This is an optimization exercise on Yosys and OpenROAD, whose aim is small area, a short achievable clock period and few clock cycles per item, not a production implementation.
Where RTL was checked, it was by simulation tests only, not by an equivalence proof against the original.

Setup of run A:
Design cordic, start of the top module:
module cordic(
    input wire [31:0]   angle,
    input wire [1:0]    opt,
    input wire          enable,
    input wire          reset,
    input wire          clk,
    output wire signed [31:0] sin_out,
    output wire signed [31:0] cos_out,
    output wire               done
);
Size: roughly 1100 cells after synthesis, roughly 71 flip-flops, ~100 I/O pins.
clock: 7.0 ns
lec_check: 0
abc_area: 1
cap_margin: 20
core_margin: 2
core_utilization: 40
cts_buf_list: sky130_fd_sc_hd__clkbuf_8
cts_cluster_size: 24
place_density: 0.8
setup_slack_margin: 3.5
slew_margin: 20
standard.sh (not shown) runs the stock make flow with config.mk's settings and CLKGATE_MAP_FILE= SYNTH_SCRIPT=/design/flow/synth_recipe.tcl, a recipe that flattens the netlist after the stock synthesis.
==> flow/flow/run.sh <==
#!/bin/bash
# The standard layout (standard.sh) with extra ORFS settings: port buffers
# made from sky130_fd_sc_hd__buf_1. ORFS writes each step's log under orfs/logs;
# make's own output goes to make.log.
set -euo pipefail
bash standard.sh 'BUFFER_PORTS_ARGS=-buffer_cell sky130_fd_sc_hd__buf_1' finish > make.log 2>&1
Run A went all the way through synthesis, placement and routing and the layout is clean on timing, DRC and antenna.
For run B, these inputs were changed with respect to run A:
diff --git a/flow/config.mk b/flow/config.mk
--- a/flow/config.mk
+++ b/flow/config.mk
@@ -13,3 +13,2 @@
 export CTS_CLUSTER_SIZE = 24
-export PLACE_DENSITY = 0.8
 export SETUP_SLACK_MARGIN = 3.5
Findings:
Run B: all stages complete, timing, DRC and antenna checks passed
Cmp run A and run B / total length of routed wires / lower: run B
Delta (run B minus run A): register-to-register slack climbed 0.02 ns, design area dropped about 3%.
Routed via count, run A and run B: smaller value in run B
Taking run A as the reference, in run B share of post-route cells with drive strength above 1 has decreased; number of global-route vias before repair has decreased; final weighted congestion in routability-driven placement has decreased.
The wire length of the first global-routing pass of run B was inferior to that of run A.
The inputs of run C differ from those of run B as listed below.
diff --git a/flow/config.mk b/flow/config.mk
--- a/flow/config.mk
+++ b/flow/config.mk
@@ -13,3 +13,3 @@
 export CTS_CLUSTER_SIZE = 24
-export SETUP_SLACK_MARGIN = 3.5
+export SETUP_SLACK_MARGIN = 3.65
 export SLEW_MARGIN = 20
==> notes.md <==
- STATUS post-layout worst setup margin: run C wins against run B
- Post-layout minimum cycle time: run C better than run B
- When the final numbers for run B and run C were put side by side, the layout overhead on the synthesized area turned out to be smaller in run B.
diff inputs: run C => run D
diff --git a/flow/config.mk b/flow/config.mk
--- a/flow/config.mk
+++ b/flow/config.mk
@@ -11,5 +11,3 @@
 export CORE_UTILIZATION = 40
-export CTS_BUF_LIST = sky130_fd_sc_hd__clkbuf_8
-export CTS_CLUSTER_SIZE = 24
-export SETUP_SLACK_MARGIN = 3.65
+export SETUP_SLACK_MARGIN = 3.5
 export SLEW_MARGIN = 20
- No stage failed in run D, and the final checks on the layout all came back clean.
- [run D] period utilization rose 1.1 points relative to run C
- Diff run C -> run D: highest net fanout along the worst path shows a reduction of 3; cell area has decreased.
Function was not checked in any run of this note: the RTL went through the layout flow alone.


Setup of build 87:
Another version of the RTL of cordic (not shown whole).
Size in the first run: roughly 63 flip-flops, ~100 I/O pins, about 0.0075 mm² of cells after synthesis.
==> flow/design.v (excerpt) <==
module cordic(
    input wire [31:0]   angle,
    input wire [1:0]    opt,
    input wire          enable,
    input wire          reset,
    input wire          clk,
    output wire signed [31:0] sin_out,
    output wire signed [31:0] cos_out,
    output wire               done
);
Settings: LEC_CHECK=0, ABC_AREA=1, CAP_MARGIN=20, CORE_MARGIN=2, CORE_UTILIZATION=40, SETUP_SLACK_MARGIN=2, SLEW_MARGIN=20; clock period 7.0 ns.
run.sh (not shown) runs the stock make flow with config.mk's settings and CLKGATE_MAP_FILE= SYNTH_SCRIPT=/design/flow/synth_recipe.tcl, a recipe that flattens the netlist after the stock synthesis.
Stock flow here: none of the scripts above is used.
Build 87: done, clean on timing, DRC and antenna
The following lists how build 3 was set up differently from build 87:
diff --git a/flow/config.mk b/flow/config.mk
--- a/flow/config.mk
+++ b/flow/config.mk
@@ -12 +12 @@
-export SETUP_SLACK_MARGIN = 2
+export SETUP_SLACK_MARGIN = 2.5
Results
- Taking build 87 as the reference, in build 3 setup TNS after final layout held, all-layer global routing usage held, proportion of final cell area spent on non-clock buffers held, transition at the pin with the smallest max-transition slack held.
- In build 3, the worst setup slack came out 0.42 ns above the value in build 87.
- Number of gates resized after CTS: build 3 vs build 87 up 3
#### Input delta (build 6 over build 3)
diff --git a/flow/config.mk b/flow/config.mk
--- a/flow/config.mk
+++ b/flow/config.mk
@@ -8 +7,0 @@
-export ABC_AREA = 1
@@ -12 +11 @@
-export SETUP_SLACK_MARGIN = 2.5
+export SETUP_SLACK_MARGIN = 2
### Flow results
Row initial core utilization: build 6 higher / build 3 lower. Higher full die area goes to build 6 over build 3. Build 6 vs. build 3: critical path depth in cells went down 6, area added between synthesis and finish went up 1.8 points. Between build 6 and build 3, it is build 6 whose fraction of area in clock buffers and inverters is higher, by 0.35 points. Sort build 6 and build 3 by net count after synthesis desc -> top: build 3. Relative to build 3, build 6 degrades worst hold slack.
No functional check of the RTL was part of any run of this note.


== run 1 ==
cordic, a different RTL version from the one above (not shown whole).
For scale: roughly 63 flip-flops, about 100 I/O pins, roughly 7600 µm² of cells after synthesis.
clock: 7.0 ns
lec_check: 0
abc_area: 1
cap_margin: 20
core_margin: 2
core_utilization: 40
cts_buf_list: sky130_fd_sc_hd__clkbuf_8
cts_cluster_size: 24
setup_slack_margin: 3.55
slew_margin: 20
standard.sh (not shown) runs the stock make flow with config.mk's settings and CLKGATE_MAP_FILE= SYNTH_SCRIPT=/design/flow/synth_recipe.tcl, a recipe that flattens the netlist after the stock synthesis.
Scripts as last shown in full above: flow/flow/run.sh
Testbench counts of run 1, summed over its fixed seeds: cycles 43,200, items 2,400.
## Diff of input files: run 2 against run 1
Settings: CORE_UTILIZATION now 50, was 40; SETUP_SLACK_MARGIN now 3.5, was 3.55.
==> notes.md <==
Changes observed in run 2 relative to run 1: total non-filler cell area in the finished layout ~0 delta, fraction of final layout cells with drive strength greater than 1 ~0 delta.
The maximum cell stage delay along the critical path in run 2 was higher than what run 1 gave.
Run 1 → run 2: final routed wirelength across all metal layers up 2.0%, sequential share of layout area flat, area fraction of clock buffers and clock inverters up 0.51 points, area taken by flip-flops and latches flat, slack of the critical path up 65 ps.
Looking at ratio of final minimum period to clock period, run 2 sits 0.93 points lower than run 1 does.
For run 3, these inputs were changed with respect to run 2:
Settings: a change of CORE_UTILIZATION from 50 to 40.
### Flow results
Delta (run 3 minus run 2): instance area after placement now larger, cell total after placement now larger. Re cell depth of the worst setup path: run 3 is 3 down on run 2.

==> separate check: timing with driven ports <==
How much do the figures lean on ideal ports? The routed layouts below were timed once more, with nothing changed but the port constraints. Step 1, drivers: a clkbuf_16 drives clk and a buf_2 each remaining input, both assumed. Step 2 also shifts input and output timing later by t, the mid clock arrival at the registers, as if the neighbouring blocks saw the same clock. Three values: ideal, step 1, step 2; two values: the first two.
run | shift t [ns] | slack for setup (ns) | hold slack, ns | clock arrival spread, ns
run A | 0.403 | 3.644 / 3.644 / 3.330 | 0.521 / 0.521 / 0.521 | 0.011 / 0.011
run B | 0.410 | 3.665 / 3.665 / 3.284 | 0.520 / 0.520 / 0.520 | 0.013 / 0.013
run C | 0.414 | 3.754 / 3.754 / 3.458 | 0.520 / 0.520 / 0.520 | 0.015 / 0.014
run D | 0.391 | 3.675 / 3.675 / 3.487 | 0.514 / 0.514 / 0.514 | 0.011 / 0.011
build 87 | 0.389 | 2.403 / 2.403 / 2.368 | 0.525 / 0.525 / 0.525 | 0.010 / 0.010
build 3 | 0.388 | 2.818 / 2.818 / 2.489 | 0.527 / 0.527 / 0.527 | 0.010 / 0.010
build 6 | 0.388 | 2.345 / 2.336 / 1.948 | 0.515 / 0.515 / 0.515 | 0.012 / 0.012
run 1 | 0.407 | 3.614 / 3.614 / 3.353 | 0.525 / 0.525 / 0.525 | 0.010 / 0.010
run 2 | 0.419 | 3.679 / 3.679 / 3.671 | 0.514 / 0.514 / 0.514 | 0.020 / 0.020
run 3 | 0.406 | 3.641 / 3.641 / 3.383 | 0.520 / 0.520 / 0.520 | 0.009 / 0.009
After both steps setup and hold are still met in every run listed. For build 6, which loses most, drivers alone change the setup slack by -0.009 ns; drivers and shift together by -0.397 ns.
